Source: an optimization exercise on an open RTL-to-GDS flow (aim: small area, a short achievable clock period and few clock cycles per item). Production flows keep margins and buffers that such runs may drop. Function was checked by simulation only, so behaviour that the tests miss may differ from the original.

JK:
==> flow/design.v <==
`timescale 1ns / 1ps
module convert_to_10 (
    input wire clk,
    input wire rst,
    input wire start,
    input wire [399:0] binary,
    output reg [3:0] decimal,
    output reg valid,
    output reg done
);
    localparam integer W  = 10;                
    localparam integer NB = 392 / W;              
    localparam integer WT = 392 - (NB - 1) * W;  
    reg  [391:0] v;                  
    reg  [2*NB-1:0] p;               
    reg  [3:0] jreg, jreg2;          
    reg        ereg, ereg2;          
    reg        run;
    reg  [7:0] cnt;
    wire [395:0] a = {1'b0, v, 3'b000};
    wire [395:0] b = {3'b000, v, 1'b0};
    wire [391:0] v_nx;
    wire [2*NB-1:0] p_nx;
    wire [3:0]   j_nx;
    genvar gi, gj, gk;
    generate
        for (gi = 0; gi < NB; gi = gi + 1) begin : blk
            localparam integer LO = gi * W;
            localparam integer N  = (gi < NB - 1) ? W : WT + 4;    
            wire [1:0]   pp = (gi == 0) ? 2'b00 : p[2*gi +: 2];
            wire [N-1:0] ab = a[LO +: N];
            wire [N-1:0] bb = b[LO +: N];
            wire [N-1:0] qb = {{(N-5){1'b0}}, pp[1], pp[0], pp[1], pp[0], 1'b0};
            wire [N:0]   x  = {1'b0, ab ^ bb ^ qb};
            wire [N:0]   y  = {(ab & bb) | (ab & qb) | (bb & qb), 1'b0};
            wire [N:0]   G [0:5];
            wire [N:0]   P [0:5];
            assign G[0] = x & y;
            assign P[0] = x ^ y;
            for (gj = 0; gj < 5; gj = gj + 1) begin : lv
                for (gk = 0; gk <= N; gk = gk + 1) begin : el
                    if ((gk >> gj) & 1) begin : c
                        localparam integer J = ((gk >> gj) << gj) - 1;
                        assign G[gj+1][gk] = G[gj][gk] | (P[gj][gk] & G[gj][J]);
                        assign P[gj+1][gk] = P[gj][gk] & P[gj][J];
                    end else begin : n
                        assign G[gj+1][gk] = G[gj][gk];
                        assign P[gj+1][gk] = P[gj][gk];
                    end
                end
            end
            wire [N+1:0] s = {G[5][N], P[0] ^ {G[5][N-1:0], 1'b0}};
            if (gi < NB - 1) begin : mid
                assign v_nx[LO +: W] = s[W-1:0];
                assign p_nx[2*(gi+1) +: 2] = s[W+1:W];
            end else begin : top
                assign v_nx[391:LO] = s[WT-1:0];
                assign j_nx = s[WT+3:WT];
            end
        end
    endgenerate
    assign p_nx[1:0] = 2'b00;
    wire [NB-1:0] g0, pr0;
    generate
        for (gi = 0; gi < NB; gi = gi + 1) begin : gp
            localparam integer LO = gi * W;
            localparam integer HI = (gi < NB - 1) ? LO + W - 1 : 391;
            wire hi1 = &v[HI:LO+2];
            wire v1 = v[LO + 1];
            wire v0 = v[LO];
            wire p1 = (gi == 0) ? 1'b0 : p[2*gi + 1];
            wire p0 = (gi == 0) ? 1'b0 : p[2*gi];
            assign g0[gi]  = hi1 & v1 & (p1 | (p0 & v0));
            assign pr0[gi] = hi1 & ((~p1 & ~p0 & v1 & v0) | (p0 & v1 & ~v0) | (p1 & ~v1 & v0));
        end
    endgenerate
    localparam integer LV = (NB > 32) ? 6 : (NB > 16) ? 5 : (NB > 8) ? 4 : 3;   
    wire [NB-1:0] gl [0:LV];
    wire [NB-1:0] pl [0:LV];
    assign gl[0] = g0;
    assign pl[0] = pr0;
    genvar gl_i, gl_l;
    generate
        for (gl_l = 0; gl_l < LV; gl_l = gl_l + 1) begin : lv
            for (gl_i = 0; gl_i < NB; gl_i = gl_i + 1) begin : el
                if ((gl_i % (2 << gl_l)) == 0 && gl_i + (1 << gl_l) < NB) begin : cmb
                    assign gl[gl_l+1][gl_i] = gl[gl_l][gl_i + (1 << gl_l)] |
                                              (pl[gl_l][gl_i + (1 << gl_l)] & gl[gl_l][gl_i]);
                    assign pl[gl_l+1][gl_i] = pl[gl_l][gl_i + (1 << gl_l)] & pl[gl_l][gl_i];
                end else begin : pass
                    assign gl[gl_l+1][gl_i] = gl[gl_l][gl_i];
                    assign pl[gl_l+1][gl_i] = pl[gl_l][gl_i];
                end
            end
        end
    endgenerate
    wire e = gl[LV][0];
    wire [3:0] digit = jreg2 + {3'b000, ereg} + {1'b0, ereg2, ereg2, 1'b0};
    always @(posedge clk) begin
        if (run) begin
            v <= v_nx;
            p <= p_nx;
        end else begin
            v <= binary[391:0];
            p <= 0;
        end
        jreg  <= j_nx;
        jreg2 <= jreg;
        ereg  <= e;
        ereg2 <= ereg;
        decimal <= run ? digit : binary[395:392];
    end
    always @(posedge clk) begin
        if (rst) begin
            run   <= 1'b0;
            cnt   <= 8'd0;
            valid <= 1'b0;
            done  <= 1'b0;
        end else begin
            valid <= start | (run & (cnt >= 8'd3));
            done  <= run & (cnt == 8'd151);
            if (run) begin
                cnt <= cnt + 8'd1;
                if (cnt == 8'd151) run <= 1'b0;
            end else if (start) begin
                run <= 1'b1;
                cnt <= 8'd1;
            end
        end
    end
endmodule
Settings: LEC_CHECK=0, ABC_AREA=1, CAP_MARGIN=20, CORE_MARGIN=2, CORE_UTILIZATION=70, PLACE_DENSITY=0.8, SLEW_MARGIN=20; clock period 10.0 ns.
standard.sh (not shown) runs the stock make flow with config.mk's settings and CLKGATE_MAP_FILE= SYNTH_SCRIPT=/design/flow/synth_recipe.tcl, a recipe that flattens the netlist after the stock synthesis.
==> flow/flow/run.sh <==
#!/bin/bash
# Standard layout with: repair_timing aiming at 6.9 ns of setup slack, port buffers made of
# the smallest buffer cell, and clock tree synthesis without dummy loads.
set -euo pipefail
export BUFFER_PORTS_ARGS="-buffer_cell sky130_fd_sc_hd__buf_1"
export SETUP_SLACK_MARGIN=6.9
export CTS_ARGS="-sink_clustering_enable -repair_clock_nets -dont_use_dummy_load -buf_list {sky130_fd_sc_hd__clkbuf_16} -sink_clustering_size 30 -sink_clustering_max_diameter 90"
bash standard.sh > standard_flow.log 2>&1
Testbench counts of JK, summed over its fixed seeds: cycles 19,456, items 128.
### JK -> MS
==> flow/flow/run.sh <==
#!/bin/bash
# Standard layout with: repair_timing aiming at 6.9 ns of setup slack, port buffers made of
# the smallest buffer cell, and clock tree synthesis without dummy loads.
set -euo pipefail
export BUFFER_PORTS_ARGS="-buffer_cell sky130_fd_sc_hd__buf_1"
export SETUP_SLACK_MARGIN=6.9
export CTS_ARGS="-sink_clustering_enable -repair_clock_nets -dont_use_dummy_load -buf_list {sky130_fd_sc_hd__clkbuf_16} -sink_clustering_size 24 -sink_clustering_max_diameter 70"
bash standard.sh > standard_flow.log 2>&1
--- a/flow/config.mk
+++ b/flow/config.mk
@@ -6,5 +6,4 @@
 export NUM_CORES = 4
 export LEC_CHECK = 0
-export ABC_AREA = 1
 export CAP_MARGIN = 20
 export CORE_MARGIN = 2
[summary]
Global-route usage: lower on JK. MS ended up with a lower final non-filler cell total than JK did. Share of the final layout cell area in sequential cells in MS is 0.98 points lower than in JK. Layout overhead on the synthesized area: MS higher than JK. MS ends up with a share of cells above drive strength 1 that is 20 points higher than in JK. Between JK and MS, the number of setup violations in the final report does not differ in any meaningful way.
Relative to MS, the following input files were edited for AL:
==> flow/flow/run.sh <==
#!/bin/bash
# Standard layout with: repair_timing aiming at 7.0 ns of setup slack, port buffers made of
# the smallest buffer cell, and clock tree synthesis without dummy loads.
set -euo pipefail
export BUFFER_PORTS_ARGS="-buffer_cell sky130_fd_sc_hd__buf_1"
export SETUP_SLACK_MARGIN=7.0
export CTS_ARGS="-sink_clustering_enable -repair_clock_nets -dont_use_dummy_load -buf_list {sky130_fd_sc_hd__clkbuf_16} -sink_clustering_size 24 -sink_clustering_max_diameter 70"
bash standard.sh > standard_flow.log 2>&1
--- a/flow/config.mk
+++ b/flow/config.mk
@@ -6,4 +6,5 @@
 export NUM_CORES = 4
 export LEC_CHECK = 0
+export ABC_AREA = 1
 export CAP_MARGIN = 20
 export CORE_MARGIN = 2
## What came out
- Going from MS to AL, register cell area after layout now smaller, global-route met2 utilization now smaller, sequential share of cell area now larger, non-clock buffer count now smaller.
- Looking only at slew at the pin closest to its max-slew limit, and setting everything else aside, the higher value of AL and MS goes to MS.
- Diff MS -> AL: worst setup slack +0.11 ns, detailed-route vias per instance went down about 8%.
- Count of routing violations after the opening detailed-route iteration in AL is about 1.5% higher than in MS
- Against MS as the reference, AL delivers a higher number of signal-net inverters in the final layout.
Relative to AL, the following input files were edited for TR:
==> flow/flow/run.sh <==
#!/bin/bash
# Standard layout with: repair_timing aiming at 6.9 ns of setup slack, port buffers made of
# the smallest buffer cell, and clock tree synthesis without dummy loads.
set -euo pipefail
export BUFFER_PORTS_ARGS="-buffer_cell sky130_fd_sc_hd__buf_1"
export SETUP_SLACK_MARGIN=6.9
export CTS_ARGS="-sink_clustering_enable -repair_clock_nets -dont_use_dummy_load -buf_list {sky130_fd_sc_hd__clkbuf_16} -sink_clustering_size 24 -sink_clustering_max_diameter 70"
bash standard.sh > standard_flow.log 2>&1
Notes after the runs:
Design area was lower in TR than in AL. Setup WNS AL -> TR: worse. Layout overhead on the synthesized area sits lower in TR than in AL. Compared with AL, fmax in TR decreased slightly. AL → TR: met2 usage essentially unchanged. Looking at launch point of the worst path, the decimal[2]$_DFF_P_ result is from TR; the decimal[3]$_DFF_P_ one comes from AL.

* * *

Setup of wip/onyx:
Starts from the design.v that is shown in full above.
export LEC_CHECK = 0
export ABC_AREA = 1
export CAP_MARGIN = 5
export CORE_MARGIN = 2
export CORE_UTILIZATION = 70
export PLACE_DENSITY = 0.8
export SLEW_MARGIN = 5
create_clock -name core_clock -period 10.0 [get_ports {clk}]
==> flow/flow/run.sh <==
#!/bin/bash
# Standard layout with: repair_timing aiming at 6.9 ns of setup slack, port buffers made of
# the smallest buffer cell, and clock tree synthesis without dummy loads.
set -euo pipefail
export BUFFER_PORTS_ARGS="-buffer_cell sky130_fd_sc_hd__buf_1"
export SETUP_SLACK_MARGIN=6.9
export CTS_ARGS="-sink_clustering_enable -repair_clock_nets -dont_use_dummy_load -buf_list {sky130_fd_sc_hd__clkbuf_16} -sink_clustering_size 24 -sink_clustering_max_diameter 70"
bash standard.sh > standard_flow.log 2>&1
Testbench counts of wip/onyx, summed over its fixed seeds: cycles 19,456, items 128.
diff inputs: wip/onyx => wip/harbor
Settings: changing CAP_MARGIN from 5 to 20; changing SLEW_MARGIN from 5 to 20.
==> flow/flow/run.sh <==
#!/bin/bash
# Standard layout with: repair_timing aiming at 7.1 ns of setup slack, port buffers made of
# the smallest buffer cell, and clock tree synthesis without dummy loads.
set -euo pipefail
export BUFFER_PORTS_ARGS="-buffer_cell sky130_fd_sc_hd__buf_1"
export SETUP_SLACK_MARGIN=7.1
export CTS_ARGS="-sink_clustering_enable -repair_clock_nets -dont_use_dummy_load -buf_list {sky130_fd_sc_hd__clkbuf_16} -sink_clustering_size 24 -sink_clustering_max_diameter 70"
bash standard.sh > standard_flow.log 2>&1
[summary]
- Looking at synthesis-to-finish area growth, wip/harbor sits 3.1 points above wip/onyx.
- Routed wire length: wip/harbor higher than wip/onyx
- The area of all placed cells without fillers in wip/harbor was higher than what wip/onyx gave.
The inputs of wip/indigo differ from those of wip/harbor as listed below.
==> flow/flow/run.sh <==
#!/bin/bash
# Standard layout with: repair_timing aiming at 6.9 ns of setup slack, port buffers made of
# the smallest buffer cell, and clock tree synthesis without dummy loads.
set -euo pipefail
export BUFFER_PORTS_ARGS="-buffer_cell sky130_fd_sc_hd__buf_1"
export SETUP_SLACK_MARGIN=6.9
export CTS_ARGS="-sink_clustering_enable -repair_clock_nets -dont_use_dummy_load -buf_list {sky130_fd_sc_hd__clkbuf_8 sky130_fd_sc_hd__clkbuf_16} -sink_clustering_size 24 -sink_clustering_max_diameter 70"
bash standard.sh > standard_flow.log 2>&1
Results
- wip/indigo finished end to end and its layout was clean on timing, DRC and antenna.
- Going from wip/harbor to wip/indigo, share of the cycle needed by the critical path after routing climbed 0.22 points.
- Re number of violations reported at the end of detailed-routing iteration 0: wip/harbor and wip/indigo aren't equal, and the lower value belongs to wip/harbor.
Input-level comparison between wip/fjord and wip/indigo:
==> flow/flow/run.sh <==
#!/bin/bash
# Standard layout with: repair_timing aiming at 6.9 ns of setup slack, port buffers made of
# the smallest buffer cell, and clock tree synthesis without dummy loads.
set -euo pipefail
export BUFFER_PORTS_ARGS="-buffer_cell sky130_fd_sc_hd__buf_1"
export SETUP_SLACK_MARGIN=6.9
export CTS_ARGS="-sink_clustering_enable -repair_clock_nets -dont_use_dummy_load -buf_list {sky130_fd_sc_hd__clkbuf_16} -sink_clustering_size 24 -sink_clustering_max_diameter 70 -balance_levels"
bash standard.sh > standard_flow.log 2>&1
Notes after the runs:
For wip/indigo and wip/fjord, there was not a single run that failed to finish clean.
wip/fjord -> wip/indigo: flip-flop and latch count delta 0, exact match
wip/fjord -> wip/indigo: buffer levels on the longest clock path delta 0, exact match
wip/fjord vs. wip/indigo: fraction of area in multi-input gates saw little to no change, design area has remained practically unchanged, total vias in the final route barely changed.
Reported for wip/indigo and wip/fjord, number of iterations in the first detailed-routing pass turned out identical to the last digit.

==> port drivers added, routing unchanged <==
How much do the figures lean on ideal ports? The routed layouts below were timed once more, with nothing changed but the port constraints.
Step 1: set_driving_cell puts a clkbuf_16 on clk and a buf_2 on each other input, an assumption about the parent block.
Step 2, shift: input delay + t, output delay - t, t = (earliest + latest rising clock arrival at the registers) / 2. This alone moves slack from input paths to output paths.
Slacks: no drivers / after step 1 / after step 2; pairs: no drivers / after step 1.
run	shift t [ns]	slack for setup (ns)	hold slack, ns	worst setup path at the end	slew at the worst register clock pin (ns)
JK	0.652	6.926 / 6.865 / 6.997	0.311 / 0.311 / 0.311	input to register	0.12 / 0.12
MS	0.625	6.880 / 6.880 / 6.880	0.333 / 0.333 / 0.333	register to register	0.09 / 0.09
AL	0.626	6.986 / 6.924 / 6.981	0.328 / 0.328 / 0.328	input to register	0.09 / 0.09
TR	0.626	6.966 / 6.904 / 7.005	0.327 / 0.327 / 0.327	input to register	0.09 / 0.09
wip/onyx	0.626	6.966 / 6.904 / 7.009	0.327 / 0.327 / 0.327	input to register	0.09 / 0.09
wip/harbor	0.627	6.987 / 6.923 / 6.990	0.328 / 0.328 / 0.328	input to register	0.09 / 0.09
wip/indigo	0.626	6.966 / 6.904 / 7.005	0.327 / 0.327 / 0.327	input to register	0.09 / 0.09
wip/fjord	0.626	6.966 / 6.904 / 7.005	0.327 / 0.327 / 0.327	input to register	0.09 / 0.09
After both steps setup and hold are still met in every run listed. The setup slack of AL, which loses most, moves by -0.062 ns with the drivers and by -0.005 ns with both steps.
